Background: an optimization exercise with open tools, aiming at small area. Do not read the settings as production practice. The RTL was checked by simulation tests, not by an equivalence proof against the original design. Power is estimated from default activity; no workload was simulated.

==> inputs of run A <==
==> flow/design.v (excerpt) <==
module TopModule(
    input clk,
    input rst_n,
    input wire [3:0] sample_rate,
    input [3:0] data_in,
    input coeff_write,
    input [7:0] coeff_in,
    input [6:0] coeff_addr,
    input wire new_symbol,
    output wire [11:0] data_out,
    output reg data_out_valid
);
Settings: LEC_CHECK=0, CAP_MARGIN=20, CORE_MARGIN=2, CORE_UTILIZATION=60, CTS_BUF_LIST=sky130_fd_sc_hd__clkbuf_16, CTS_CLUSTER_DIAMETER=80, CTS_CLUSTER_SIZE=26, SLEW_MARGIN=20, SYNTH_HIERARCHICAL=1; clock period 6.0 ns.
run.sh (not shown) runs the stock make flow with config.mk's settings and CLKGATE_MAP_FILE= SYNTH_SCRIPT=/design/flow/synth_recipe.tcl, a recipe that flattens the netlist after the stock synthesis.
==> run R (differences from run A) <==
- CORE_UTILIZATION: 60 -> 40
- CTS_BUF_LIST: sky130_fd_sc_hd__clkbuf_16 -> unset
- CTS_CLUSTER_DIAMETER: 80 -> unset
- CTS_CLUSTER_SIZE: 26 -> unset
==> run P (differences from run A) <==
- CORE_UTILIZATION: 60 -> 70
- CTS_CLUSTER_DIAMETER: 80 -> 90
- CTS_CLUSTER_SIZE: 26 -> 30
- PLACE_DENSITY: unset -> 0.8
==> comparison <==
- Maximum frequency, lowest first: run R, run P, run A.
- In area after synthesis, run R and run P do not differ.
- The highest power belongs to run R, the lowest to run P.
- Synthesized cell count is the same in run R and run P.
- Wire length: run R is larger than run A (about 12%).
==> figures <==
Outcome: run R finished clean; run A finished clean; run P finished clean
Footprint of the multi-input gates: run R 0.0536 mm²; run A 0.0536 mm²; run P 0.0536 mm²
Maximum clock frequency: run R 172 MHz; run A 177 MHz; run P 176 MHz
Final HPWL DP: run R 360,000 µm; run A 319,000 µm; run P 300,000 µm
Number of non-clock buffers: run R 256; run A 136; run P 94
Flop pwr share: run R 48.5%; run A 57.8%; run P 62.6%
Tightest hold margin: run R 0.278 ns; run A 0.283 ns; run P 0.314 ns
Detailed Route WL: run R 414,000 µm; run A 370,000 µm; run P 359,000 µm
Post-Route M1 WL: run R 159,000 µm; run A 125,000 µm; run P 107,000 µm
Startpoint of the most critical setup path: run R u_fir_filter.dl[288]; run A u_fir_filter.dl[283]; run P u_fir_filter.dl[511]
Placed standard-cell area: run R 0.0910 mm²; run A 0.0889 mm²; run P 0.0882 mm²
Antenna cell count: run R 25; run A 21; run P 24

* * *

==> inputs of wip/pepper <==
Starting RTL as in the previous note.
Settings: LEC_CHECK=0, CAP_MARGIN=20, CORE_MARGIN=2, CORE_UTILIZATION=70, CTS_BUF_LIST=sky130_fd_sc_hd__clkbuf_16, CTS_CLUSTER_DIAMETER=80, CTS_CLUSTER_SIZE=26, PLACE_DENSITY=0.75, SLEW_MARGIN=20, SYNTH_HIERARCHICAL=1; clock period 6.0 ns.
==> inputs of wip/lagoon, as changes to wip/pepper <==
--- a/flow/config.mk
+++ b/flow/config.mk
@@ -7,5 +7,5 @@
 export LEC_CHECK = 0
-export CAP_MARGIN = 20
+export CAP_MARGIN = 10
 export CORE_MARGIN = 2
-export CORE_UTILIZATION = 70
+export CORE_UTILIZATION = 60
 export CTS_BUF_LIST = sky130_fd_sc_hd__clkbuf_16
@@ -13,4 +13,4 @@
 export CTS_CLUSTER_SIZE = 26
-export PLACE_DENSITY = 0.75
-export SLEW_MARGIN = 20
+export GPL_TIMING_DRIVEN = 0
+export SLEW_MARGIN = 10
 export SYNTH_HIERARCHICAL = 1
==> inputs of wip/quartz, as changes to wip/pepper <==
--- a/flow/config.mk
+++ b/flow/config.mk
@@ -13,3 +13,2 @@
 export CTS_CLUSTER_SIZE = 26
-export PLACE_DENSITY = 0.75
 export SLEW_MARGIN = 20
==> run summary <==
- Critical path launch point: u_fir_filter.dl[398]
- Worst slew pin tran: 1.26 ns
- DIE AREA: 126,000 µm²
- Final setup margin: 0.411 ns
- Metal3 WL: 73,200 µm
- Comb power frac: 2.7%
- Reg2reg start: u_fir_filter.dl[398]
- Post-Route Utilization: 74.6%
- Comb pwr: 443 µW
- Drt wl/cell: 45.7 µm
- R2R setup slack: 0.41 ns
- Vias per cell: 7.21
- Status: finished clean
the above is filed under wip/quartz

==> run summary <==
- Status: complete, but fails checks
- Layout Check Fails: setup timing
- Layout buffer count excluding clock buffers: 362
- Grt peak-use layer: met2
- Seq group: 9560 µW
- Vias per cell: 6.42
- Switching Share: 25.1%
- R2R setup slack: -0.11 ns
- CTS tree: done
- CTS H-tree depth: 3
- Fmax: 164 MHz
- Post-Route Utilization: 64.8%
- Comb power frac: 2.3%
- Final setup margin: -0.107 ns
- Drt wl/cell: 41.8 µm
- Clock-pin transition on the worst setup and hold timing paths: 0.10 ns
- DIE AREA: 147,000 µm²
- Setup-failing EPs final: 1
- Reg2reg start: u_fir_filter.dl[294]
the above is filed under wip/lagoon

==> run summary <==
- Status: finished clean
- Worst slew pin tran: 1.28 ns
- Final setup margin: 0.118 ns
- Metal3 WL: 75,400 µm
- Comb power frac: 2.8%
- Post-Route Utilization: 74.4%
- Reg2reg start: u_fir_filter.dl[280]
- Vias per cell: 7.30
- # resized after CTS: 0
- Fin cells: 7,931
- R2R setup slack: 0.12 ns
- #MultiIn Comb: 4,710
- Comb pwr: 442 µW
- Drt wl/cell: 46.4 µm
the above is filed under wip/pepper

[re-timing with driven ports]
The results above use ideal ports. As a check the final layouts listed here were re-extracted and re-timed, cells and wires unchanged.
Step 1 (the two cells are an assumption about what drives the block):
set clk [get_ports {clk}]
set_driving_cell -lib_cell sky130_fd_sc_hd__clkbuf_16 $clk
set_driving_cell -lib_cell sky130_fd_sc_hd__buf_2 [delete_from_list [all_inputs] $clk]
Step 2 adds t to the input delays and takes it off the output delays; t is the mean of the earliest and latest rising clock arrival at the registers after step 1. Input paths then give back, and output paths get back, about the clock's delay inside the block.
a / b / c = ideal / step 1 / step 2; a / b = the first two.
run | t (ns) | setup WS [ns] | latest minus earliest clock arrival (ns) | worst slew at a driven data input, ns
run A | 0.847 | 0.363 / 0.363 / 0.363 | 0.059 / 0.059 | 0.04
run R | 0.950 | 0.201 / 0.201 / 0.201 | 0.089 / 0.089 | 0.04
run P | 0.844 | 0.309 / 0.309 / 0.309 | 0.078 / 0.078 | 0.06
wip/pepper | 0.825 | 0.118 / 0.118 / 0.118 | 0.043 / 0.043 | 0.06
wip/lagoon | 0.840 | -0.107 / -0.107 / -0.107 | 0.077 / 0.076 | 0.04
wip/quartz | 0.839 | 0.411 / 0.411 / 0.411 | 0.063 / 0.062 | 0.06
